This is an optimization exercise on Yosys and OpenROAD, whose aim is small area, not a production implementation. Only simulation tests tie the RTL to the original design; equivalence was not proved. Power and IR drop assume default switching activity.

`flow/config.mk`:
```
export PLATFORM = sky130hd
export DESIGN_NAME = sortAndMerge
export DESIGN_NICKNAME = sortAndMerge
export VERILOG_FILES = /design/flow/design.v
export SDC_FILE = /design/flow/constraint.sdc
export NUM_CORES = 4
export LEC_CHECK = 0
export CAP_MARGIN = 20
export CORE_MARGIN = 2
export CORE_UTILIZATION = 40
export PLACE_DENSITY = 0.6
export SLEW_MARGIN = 20
```
`flow/constraint.sdc`:
```
create_clock -name core_clock -period 10.0 [get_ports {clk}]
set_input_delay 2.0000 -clock core_clock [delete_from_list [all_inputs] [get_ports {clk}]]
set_output_delay 2.0000 -clock core_clock [all_outputs]
set_load 0.01 [all_outputs]
```
`flow/design.v`:
```
module ftadder(
	clk0,
	ena,
	ax,
	ay,
	result
);
input clk0;
input ena;
input [31:0] ax, ay;
output reg [31:0] result;
wire [7:0] ea = ax[30:23];
wire [7:0] eb = ay[30:23];
wire [22:0] fa = ax[22:0];
wire [22:0] fb = ay[22:0];
wire nan_a = (ea == 8'hFF) && (fa != 0);
wire nan_b = (eb == 8'hFF) && (fb != 0);
wire inf_a = (ea == 8'hFF) && (fa == 0);
wire inf_b = (eb == 8'hFF) && (fb == 0);
wire a_big = (ax[30:0] >= ay[30:0]);
wire        s_big   = a_big ? ax[31] : ay[31];
wire        s_small = a_big ? ay[31] : ax[31];
wire [7:0]  e_bigr  = a_big ? ea : eb;
wire [7:0]  e_smlr  = a_big ? eb : ea;
wire [22:0] f_big   = a_big ? fa : fb;
wire [22:0] f_sml   = a_big ? fb : fa;
wire [7:0]  e_big  = (e_bigr == 0) ? 8'd1 : e_bigr;
wire [7:0]  e_sml  = (e_smlr == 0) ? 8'd1 : e_smlr;
wire [26:0] m_big  = {(e_bigr != 0), f_big, 3'b000};
wire [26:0] m_sml  = {(e_smlr != 0), f_sml, 3'b000};
wire [7:0]  diff   = e_big - e_sml;
reg [26:0] m_sml_sh;
reg        sticky;
integer k;
always @(*) begin
	if (diff >= 8'd27) begin
		m_sml_sh = 27'd0;
		sticky = (m_sml != 0);
	end
	else begin
		m_sml_sh = m_sml >> diff;
		sticky = 1'b0;
		for (k = 0; k < 27; k = k + 1)
			if (k < diff && m_sml[k])
				sticky = 1'b1;
	end
end
wire        special1 = nan_a | nan_b | inf_a | inf_b;
wire [31:0] spec_val1 = (nan_a | nan_b | (inf_a & inf_b & (ax[31] != ay[31]))) ? 32'h7FC00000 :
                        inf_a ? ax : ay;
reg        r1_special;
reg [31:0] r1_spec_val;
reg        r1_sign;
reg        r1_sub;
reg [7:0]  r1_exp;
reg [26:0] r1_mbig;
reg [26:0] r1_msml;
always @(posedge clk0) begin
	if (ena) begin
		r1_special  <= special1;
		r1_spec_val <= spec_val1;
		r1_sign     <= s_big;
		r1_sub      <= s_big ^ s_small;
		r1_exp      <= e_big;
		r1_mbig     <= m_big;
		r1_msml     <= {m_sml_sh[26:1], m_sml_sh[0] | sticky};
	end
end
wire [27:0] sum2 = r1_sub ? ({1'b0, r1_mbig} - {1'b0, r1_msml}) : ({1'b0, r1_mbig} + {1'b0, r1_msml});
reg [4:0] lz2;
integer j;
always @(*) begin
	lz2 = 5'd27;
	for (j = 0; j < 27; j = j + 1)
		if (sum2[j])
			lz2 = 26 - j;
end
reg        r2_special;
reg [31:0] r2_spec_val;
reg        r2_sign;
reg        r2_sub;
reg [7:0]  r2_exp;
reg [27:0] r2_sum;
reg [4:0]  r2_lz;
always @(posedge clk0) begin
	if (ena) begin
		r2_special  <= r1_special;
		r2_spec_val <= r1_spec_val;
		r2_sign     <= r1_sign;
		r2_sub      <= r1_sub;
		r2_exp      <= r1_exp;
		r2_sum      <= sum2;
		r2_lz       <= lz2;
	end
end
reg [26:0] norm;
reg [9:0]  eout;
always @(*) begin
	if (r2_sum[27]) begin
		norm = {r2_sum[27:2], r2_sum[1] | r2_sum[0]};
		eout = {2'b00, r2_exp} + 10'd1;
	end
	else if ({5'd0, r2_lz} < {2'b00, r2_exp}) begin
		norm = r2_sum[26:0] << r2_lz;
		eout = {2'b00, r2_exp} - {5'd0, r2_lz};
	end
	else begin
		norm = r2_sum[26:0] << (r2_exp - 8'd1);
		eout = 10'd0;
	end
end
wire        rnd_up  = norm[2] & (norm[1] | norm[0] | norm[3]);
wire [30:0] pk  = {eout[7:0], norm[25:3]} + {30'd0, rnd_up};
wire        ovf     = (eout >= 10'd255) || (pk[30:23] == 8'hFF);
wire        zero    = (r2_sum == 28'd0);
wire [31:0] res3 = r2_special ? r2_spec_val :
                   zero       ? {r2_sign & ~r2_sub, 31'd0} :
                   ovf        ? {r2_sign, 8'hFF, 23'd0} :
                                {r2_sign, pk};
always @(posedge clk0) begin
	if (ena)
		result <= res3;
end
endmodule
module CAS(
	clk,
	ena,
	valid1,
	valid2,
	index1,
	index2,
	value1,
	value2,
	outindex1,
	outindex2,
	outvalue1,
	outvalue2,
	outvalid1,
	outvalid2
);
parameter PIPEDEPTH = 5;
parameter ADDRW = 16;
parameter WL = 32;
input clk;
input ena;
input valid1, valid2;
input [ADDRW - 1: 0] index1, index2;
input [WL - 1: 0] value1, value2;
wire [WL - 1: 0]  ftoutput;
output reg outvalid1, outvalid2;
output wire [ADDRW - 1: 0] outindex1, outindex2;
output reg [WL - 1: 0] outvalue1, outvalue2;
reg [WL - 1: 0] tmpvalue1[PIPEDEPTH - 1:0], tmpvalue2[PIPEDEPTH - 1:0];
reg [ADDRW - 1: 0] tmpindex1[PIPEDEPTH - 1:0], tmpindex2[PIPEDEPTH - 1:0];
reg tmpvalid1[PIPEDEPTH - 1:0], tmpvalid2[PIPEDEPTH - 1:0];
ftadder u0 (
        .clk0   (clk),    
        .ena    (ena),     
        .result (ftoutput),  
        .ax     (tmpvalue1[1]),      
        .ay     (tmpvalue2[1])       
);
always @ (posedge clk)
begin
	if (ena) begin
		case ({valid1, valid2})
		2'b11: begin
					if (index1 == index2)
						begin
							tmpindex1[0] <= index1;
							tmpindex2[0] <= index2;
							tmpvalue1[0] <= value1;
							tmpvalue2[0] <= value2;
						end
					else if (index1 < index2)
						begin
							tmpindex1[0] <= index1;
							tmpindex2[0] <= index2;
							tmpvalue1[0] <= value1;
							tmpvalue2[0] <= value2;
						end
					else
						begin
							tmpindex1[0] <= index2;
							tmpindex2[0] <= index1;
							tmpvalue1[0] <= value2;
							tmpvalue2[0] <= value1;
						end
					tmpvalid1[0] <= 1'b1;
				    tmpvalid2[0] <= 1'b1;
			   end
	    2'b10: begin
	     			tmpindex1[0] <= index1;
					tmpindex2[0] <= index2;
	     			tmpvalid1[0] <= 1'b1;
				    tmpvalid2[0] <= 1'b0;
				    tmpvalue1[0] <= value1;
					tmpvalue2[0] <= value2;
	     	   end
	    2'b01: begin
	    			tmpindex1[0] <= index2;
					tmpindex2[0] <= index2;
					tmpvalid1[0] <= 1'b1;
				    tmpvalid2[0] <= 1'b0;
				    tmpvalue1[0] <= value2;
					tmpvalue2[0] <= value2;
	    	   end
	    2'b00: begin
	    			tmpindex1[0] <= index1;
					tmpindex2[0] <= index2;
					tmpvalid1[0] <= 1'b0;
				    tmpvalid2[0] <= 1'b0;
				    tmpvalue1[0] <= value1;
					tmpvalue2[0] <= value2;
	           end
		endcase
	end
	else begin
		tmpindex1[0] <= tmpindex1[0];
		tmpindex2[0] <= tmpindex2[0];
		tmpvalid1[0] <= tmpvalid1[0];
		tmpvalid2[0] <= tmpvalid2[0];
		tmpvalue1[0] <= tmpvalue1[0];
		tmpvalue2[0] <= tmpvalue2[0];
	end
end
genvar i;
generate
for (i = 1; i < PIPEDEPTH; i = i + 1) begin: indexpropogate
	always @(posedge clk) 
		begin
		if (ena)
			begin
					tmpindex1[i] <= tmpindex1[i - 1];
					tmpindex2[i] <= tmpindex2[i - 1];
					tmpvalue1[i] <= tmpvalue1[i - 1];
					tmpvalue2[i] <= tmpvalue2[i - 1];
					tmpvalid1[i] <= tmpvalid1[i - 1];
					tmpvalid2[i] <= tmpvalid2[i - 1];
			end
		else begin
					tmpindex1[i] <= tmpindex1[i];
					tmpindex2[i] <= tmpindex2[i];
					tmpvalue1[i] <= tmpvalue1[i];
					tmpvalue2[i] <= tmpvalue2[i];
					tmpvalid1[i] <= tmpvalid1[i];
					tmpvalid2[i] <= tmpvalid2[i];
		end
	end
end
endgenerate
assign outindex1 = tmpindex1[PIPEDEPTH - 1];
assign outindex2 = tmpindex2[PIPEDEPTH - 1];
always @ (*) begin
	case ({tmpvalid1[PIPEDEPTH - 1], tmpvalid2[PIPEDEPTH - 1]})
	2'b11:begin
		if (tmpindex1[PIPEDEPTH - 1] == tmpindex2[PIPEDEPTH - 1]) begin
			outvalid1 = 1'b1;
			outvalid2 = 1'b0;
			outvalue1 = ftoutput;
			outvalue2 = ftoutput;
		end
		else begin
			outvalid1 = 1'b1;
			outvalid2 = 1'b1;
			outvalue1 = tmpvalue1[PIPEDEPTH - 1];
			outvalue2 = tmpvalue2[PIPEDEPTH - 1];			
		end
	end
	2'b10:begin
		outvalid1 = 1'b1;
		outvalid2 = 1'b0;
		outvalue1 = tmpvalue1[PIPEDEPTH - 1];
		outvalue2 = tmpvalue2[PIPEDEPTH - 1];
	end
	default: begin
		outvalid1 = 1'b0;
		outvalid2 = 1'b0;
		outvalue1 = 32'd0;
		outvalue2 = 32'd0;
    end	
	endcase
end
endmodule 
module sortAndMerge(
	clk,
	ena,
	valid1,
	valid2,
	valid3,
	valid4,
	index1,
	index2,
	index3,
	index4,
	value1,
	value2,
	value3,
	value4,
	outindex1,
	outindex2,
	outindex3,
	outindex4,
	outvalue1,
	outvalue2,
	outvalue3,
	outvalue4,
	outvalid1,
	outvalid2,
	outvalid3,
	outvalid4
);
parameter PIPEDEPTH = 5;
parameter ADDRW = 16;
parameter WL = 32;
input clk;
input ena;
input valid1, valid2, valid3, valid4;
input [ADDRW - 1 : 0] index1, index2, index3, index4;
input [WL - 1 : 0] value1, value2, value3, value4;
output wire outvalid1, outvalid2, outvalid3, outvalid4;
output wire [ADDRW - 1 : 0] outindex1, outindex2, outindex3, outindex4;
output wire [WL - 1 : 0] outvalue1, outvalue2, outvalue3, outvalue4;
wire F2Svalid1, F2Svalid2, F2Svalid3, F2Svalid4;
wire [ADDRW - 1 : 0] F2Sindex1, F2Sindex2, F2Sindex3, F2Sindex4;
wire [WL - 1 : 0] F2Svalue1, F2Svalue2, F2Svalue3, F2Svalue4;
wire S2Tvalid1, S2Tvalid2, S2Tvalid3, S2Tvalid4;
wire [ADDRW - 1 : 0] S2Tindex1, S2Tindex2, S2Tindex3, S2Tindex4;
wire [WL - 1 : 0] S2Tvalue1, S2Tvalue2, S2Tvalue3, S2Tvalue4;
CAS insfirstlayer1(
	.clk(clk),
	.ena(ena),
	.valid1(valid1),
	.valid2(valid2),
	.index1(index1),
	.index2(index2),
	.value1(value1),
	.value2(value2),
	.outindex1(F2Sindex1),
	.outindex2(F2Sindex2),
	.outvalue1(F2Svalue1),
	.outvalue2(F2Svalue2),
	.outvalid1(F2Svalid1),
	.outvalid2(F2Svalid2)
);
CAS insfirstlayerw(
	.clk(clk),
	.ena(ena),
	.valid1(valid3),
	.valid2(valid4),
	.index1(index3),
	.index2(index4),
	.value1(value3),
	.value2(value4),
	.outindex1(F2Sindex3),
	.outindex2(F2Sindex4),
	.outvalue1(F2Svalue3),
	.outvalue2(F2Svalue4),
	.outvalid1(F2Svalid3),
	.outvalid2(F2Svalid4)
);
CAS inssecondlayer1(
	.clk(clk),
	.ena(ena),
	.valid1(F2Svalid1),
	.valid2(F2Svalid3),
	.index1(F2Sindex1),
	.index2(F2Sindex3),
	.value1(F2Svalue1),
	.value2(F2Svalue3),
	.outindex1(S2Tindex1),
	.outindex2(S2Tindex3),
	.outvalue1(S2Tvalue1),
	.outvalue2(S2Tvalue3),
	.outvalid1(S2Tvalid1),
	.outvalid2(S2Tvalid3)
);
CAS inssecondlayerw(
	.clk(clk),
	.ena(ena),
	.valid1(F2Svalid2),
	.valid2(F2Svalid4),
	.index1(F2Sindex2),
	.index2(F2Sindex4),
	.value1(F2Svalue2),
	.value2(F2Svalue4),
	.outindex1(S2Tindex2),
	.outindex2(S2Tindex4),
	.outvalue1(S2Tvalue2),
	.outvalue2(S2Tvalue4),
	.outvalid1(S2Tvalid2),
	.outvalid2(S2Tvalid4)
);
CAS insthirdlayer1(
	.clk(clk),
	.ena(ena),
	.valid1(S2Tvalid1),
	.valid2(S2Tvalid2),
	.index1(S2Tindex1),
	.index2(S2Tindex2),
	.value1(S2Tvalue1),
	.value2(S2Tvalue2),
	.outindex1(outindex1),
	.outindex2(outindex2),
	.outvalue1(outvalue1),
	.outvalue2(outvalue2),
	.outvalid1(outvalid1),
	.outvalid2(outvalid2)
);
CAS insthirdlayerw(
	.clk(clk),
	.ena(ena),
	.valid1(S2Tvalid3),
	.valid2(S2Tvalid4),
	.index1(S2Tindex3),
	.index2(S2Tindex4),
	.value1(S2Tvalue3),
	.value2(S2Tvalue4),
	.outindex1(outindex3),
	.outindex2(outindex4),
	.outvalue1(outvalue3),
	.outvalue2(outvalue4),
	.outvalid1(outvalid3),
	.outvalid2(outvalid4)
);
endmodule
```
`flow/run.sh`:
```
#!/bin/bash
# synth_recipe.tcl (not shown) runs the flow's synth.tcl, then flattens the netlist and writes it again
# the make line also repeats each setting of config.mk as NAME=value (left out here)
make -C /OpenROAD-flow-scripts/flow DESIGN_CONFIG=/design/flow/config.mk WORK_HOME=/design/flow/orfs CLKGATE_MAP_FILE= SYNTH_SCRIPT=/design/flow/synth_recipe.tcl finish
```
==> impl_results.md <==
* CTS Buf Count at 417
* Max rail drop VDD at 0.000165 V
* Share of cells above drive strength 1 at 8.93%
* Finished Layout Cells at 23400
* Nets@finish at 17300
* Cells after DPL at 22600
* Pwr Density at 219 nW/um^2
* Routed Antenna Nets at 0
* Seq/Total Area, Yosys at 61.9%
* Largest family of logic cells by synthesized area: compound AO/OA/AOI/OAI gates
* Synth Area in Compound Gates at 13.6%
* Pleak at 81.4 nW
* PostCTS Resize Cnt at 0
* Final Hold Vio Count at 0
* Global-route wire length before repair at 873000 um
* Fin crit share at 91.5%
* DPL Wire Length at 445000 um
* Layout area overhead at 12.8%
* Hold Path Class: reg2reg
* Busiest layer in global routing: met2
* Post-synth EDFFs at 4152
* Clk sinks at 4152
* Count of cell types in the netlist at 118
* Post-Syn Instances at 16100
* Setup crit start kind: flop
* Post-Synth Simple-Gate Area at 10.0%
* Arr. time, crit path at 9910 ps
* Flop pwr share at 44.7%
* TNS Setup at 0 ps
* Number of global-route vias before repair at 126000
* Outcome: complete, no violations
* Clock skew at 100 ps
* Iter 0 DRT Violations at 16500
* Crit path buf inv count at 3
* Initial Util at 40.2%
* Combinational fraction of design power at 23.6%
* Clock Power Share at 31.6%
* Clock Tree Buf Depth at 4
* Max-cap violations at 0
* Worst setup EP type: flop
* Clock root buffer: clkbuf_16
* Met2 usage at 36.6%
* RSZ-0062 raised after global routing: false
* Syn Nets at 17000
* Slew headroom at 17.9%
* Ys async rst share at 0%
* Yosys warnings at 14
* DR vias/cell at 5.74
* Tmin final at 9150 ps
* Post-Synth XOR/XNOR Area at 2.13%
* IO Count at 394
* Flops & latches, synth at 4152
* Final setup viols at 0
* Wire per inst at 25.6 um
* Internal at 33.9 mW
* Post-CTS setup buffer count at 0
* Largest net degree at the start of global routing at 199
* Synth Area in Adders at 4.32%
* Gr usage total at 22.8%
* Cell family with most CP delay: compound AO/OA/AOI/OAI gates
* FMAX at 0.109 GHz
* Remaining Overflow, GRT at 0
* Die X at 714 um
* P_sw at 15.9 mW
* Antenna violations before repair at 41
* IO buf count at 393
* Drt drc at 0
* Die area at 509000 um^2
* CTS tree: built
* Routability cong. at 0.925
* Syn Std Cell Area at 201000 um^2
* Tot Pwr at 49.8 mW
* Met3 global-route usage at 2.72%
* Clk latency of the worst-skew pair at 1030 ps
* Mux cell area share after synthesis at 5.13%
* Cts hold-fix bufs at 0
* Global Route met1 Usage at 32.3%
* Crit path top cell by count: o21ai_0
* Worst-path maximum fanout at 27
* Die height at 714 um
* Sw frac at 31.9%
* Avg Cell Area, Syn at 12.5 um^2
* CTS HTree Levels at 5
* Final wirelength at 600000 um
* CTS clk-pin slew, worst paths at 60 ps
* Slew Limit Fails at 0
* 1st-pass router iterations at 7
* Row Count at 260
* Worst stage delay on the critical path at 650 ps
* Slowest CP cell: o21ai_0
* Core footprint at 502000 um^2
* Critical Path RT at 10760 ps
* Top_reg_cell synth: edfxtp_1
* WS Path Type: reg2reg
* Least-Margin Pin Slew at 1220 ps
* Routed vias at 134000
## area by class of cell
class	instances	area, um^2
Fill cell	45300	274000
Sequential cell	4152	125000
Multi-Input combinational cell	10400	71200
Clock buffer	490	10700
Tap cell	6681	8360
Timing Repair Buffer	632	6040
Clock inverter	279	3220
Inverter	767	2880
Antenna cell	13	32.5
## synth_stat cells, types with 110 or more instances
library cell	count	share of area (%)
edfxtp_1	4152	62
nand2_1	1449	2.7
nor2_1	964	1.8
o21ai_0	958	2.4
a21oi_1	793	2.0
inv_1	756	1.4
ha_1	666	4.1
clkbuf_1	605	1.1
mux2i_1	499	2.5
nor3_1	402	1.0
mux2_2	348	1.9
a22o_1	298	1.3
nand3_1	286	0.71
xnor2_1	249	1.1
xor2_1	241	1.0
nor4_1	203	0.63
a22oi_1	187	0.70
nand4_1	183	0.57
a21o_1	172	0.64
a211oi_1	160	0.60
o22ai_1	147	0.46
a31oi_1	139	0.43
and2_1	134	0.42
nand2b_1	123	0.38
o31ai_1	121	0.45
nor2b_1	110	0.34
## metal layers
metal,wire [um],vias up
li1,-,62400
met1,263000,65900
met2,279000,5200
met3,36600,957
met4,21400,12
met5,91,-
## power by group through the flow
stage          combinational (mW)  sequential (mW)  clock [mW]
2_1_floorplan                7.76             21.8           0
3_3_place_gp                 11.7             22.6           0
3_5_place_dp                 11.5             22.6           0
4_1_cts                      11.6             22.3        16.1
5_1_grt                      12.7             22.4        16.8
6_report                     11.8             22.3        15.8
## worst register-to-register path: cells and delay by family (launching register included)
kind,cells,cell delay [ps]
buf+inv,3,440
fa+ha+maj,3,980
mux,1,120
simple gates,7,1690
compound gates,20,5200
flops,1,480
## metrics by stage
step	hold slack, ps	setup slack [ps]	instance area, um^2	util, %
2_1_floorplan	400	1780	201000	-
3_3_place_gp	400	1220	213000	42.5
3_5_place_dp	405	1080	213000	42.5
4_1_cts	322	1080	227000	45.3
5_1_grt	334	394	227000	45.3
6_report	336	847	227000	45.3
## kinds of logic (layout without fill, tap and decap cells)
group                    count (synthesis)  count (layout)
adder cells (fa/ha/maj)                685             685
other                                    0              13
flip-flops                            4152            4152
multiplexers                           911             911
AND/OR/NAND/NOR                       4247            4247
XOR/XNOR                               490             490
AO/OA/AOI/OAI                         4084            4084
buffers and inverters                 1535            2168
## cells in the final DEF, fill, tap and decap left out, types with 95 or more instances in the layout
master and instances:
edfxtp_1 4152, nand2_1 1444, nor2_1 958, o21ai_0 958, a21oi_1 787, inv_1 756, ha_1 666, mux2i_1 499
clkbuf_16 418, nor3_1 397, clkdlybuf4s50_1 392, mux2_2 348, a22o_1 298, nand3_1 285, xnor2_1 245, xor2_1 237
buf_4 216, nor4_1 203, a22oi_1 187, nand4_1 183, a21o_1 171, a211oi_1 160, o22ai_1 144, a31oi_1 137
and2_1 130, nand2b_1 123, o31ai_1 120, nor2b_1 110, o21a_1 105, o211ai_1 95, clkinv_1 95
## worst paths after layout
| check | slack [ps] | endpoint | depth (start not counted) | startpoint |
|---|---|---|---|---|
| worst max-delay path | 850 | insthirdlayerw.u0.r1_msml[0] | 34 | insthirdlayerw.tmpvalue2[1][12] |
| worst min-delay path | 340 | insfirstlayerw.u0.r2_spec_val[9] | 0 | insfirstlayerw.u0.r1_spec_val[9] |
| worst max register to register | 850 | insthirdlayerw.u0.r1_msml[0] | 34 | insthirdlayerw.tmpvalue2[1][12] |
| worst min register to register | 340 | insfirstlayerw.u0.r2_spec_val[9] | 0 | insfirstlayerw.u0.r1_spec_val[9] |

-- separate check: timing with driven ports --
The results above use ideal ports. As a check the final layout listed here was re-extracted and re-timed, cells and wires unchanged.
Step 1 (the two cells are an assumption about what drives the block):
set clk [get_ports {clk}]
set_driving_cell -lib_cell sky130_fd_sc_hd__clkbuf_16 $clk
set_driving_cell -lib_cell sky130_fd_sc_hd__buf_2 [delete_from_list [all_inputs] $clk]
Step 2 also shifts input and output timing later by t, the mid clock arrival at the registers, as if the neighbouring blocks saw the same clock.
a / b / c = ideal ports / drivers / drivers and shift; a / b = the first two.
shift t [ns]: 1.085
setup slack, ns: 0.847 / 0.847 / 0.847
worst hold slack (ns): 0.336 / 0.336 / 0.336
worst setup path at the end: register to register
clock arrival spread, ns: 0.112 / 0.113
After both steps setup and hold are still met in this run. For this run, drivers alone change the setup slack by 0.000 ns; drivers and shift together by 0.000 ns.
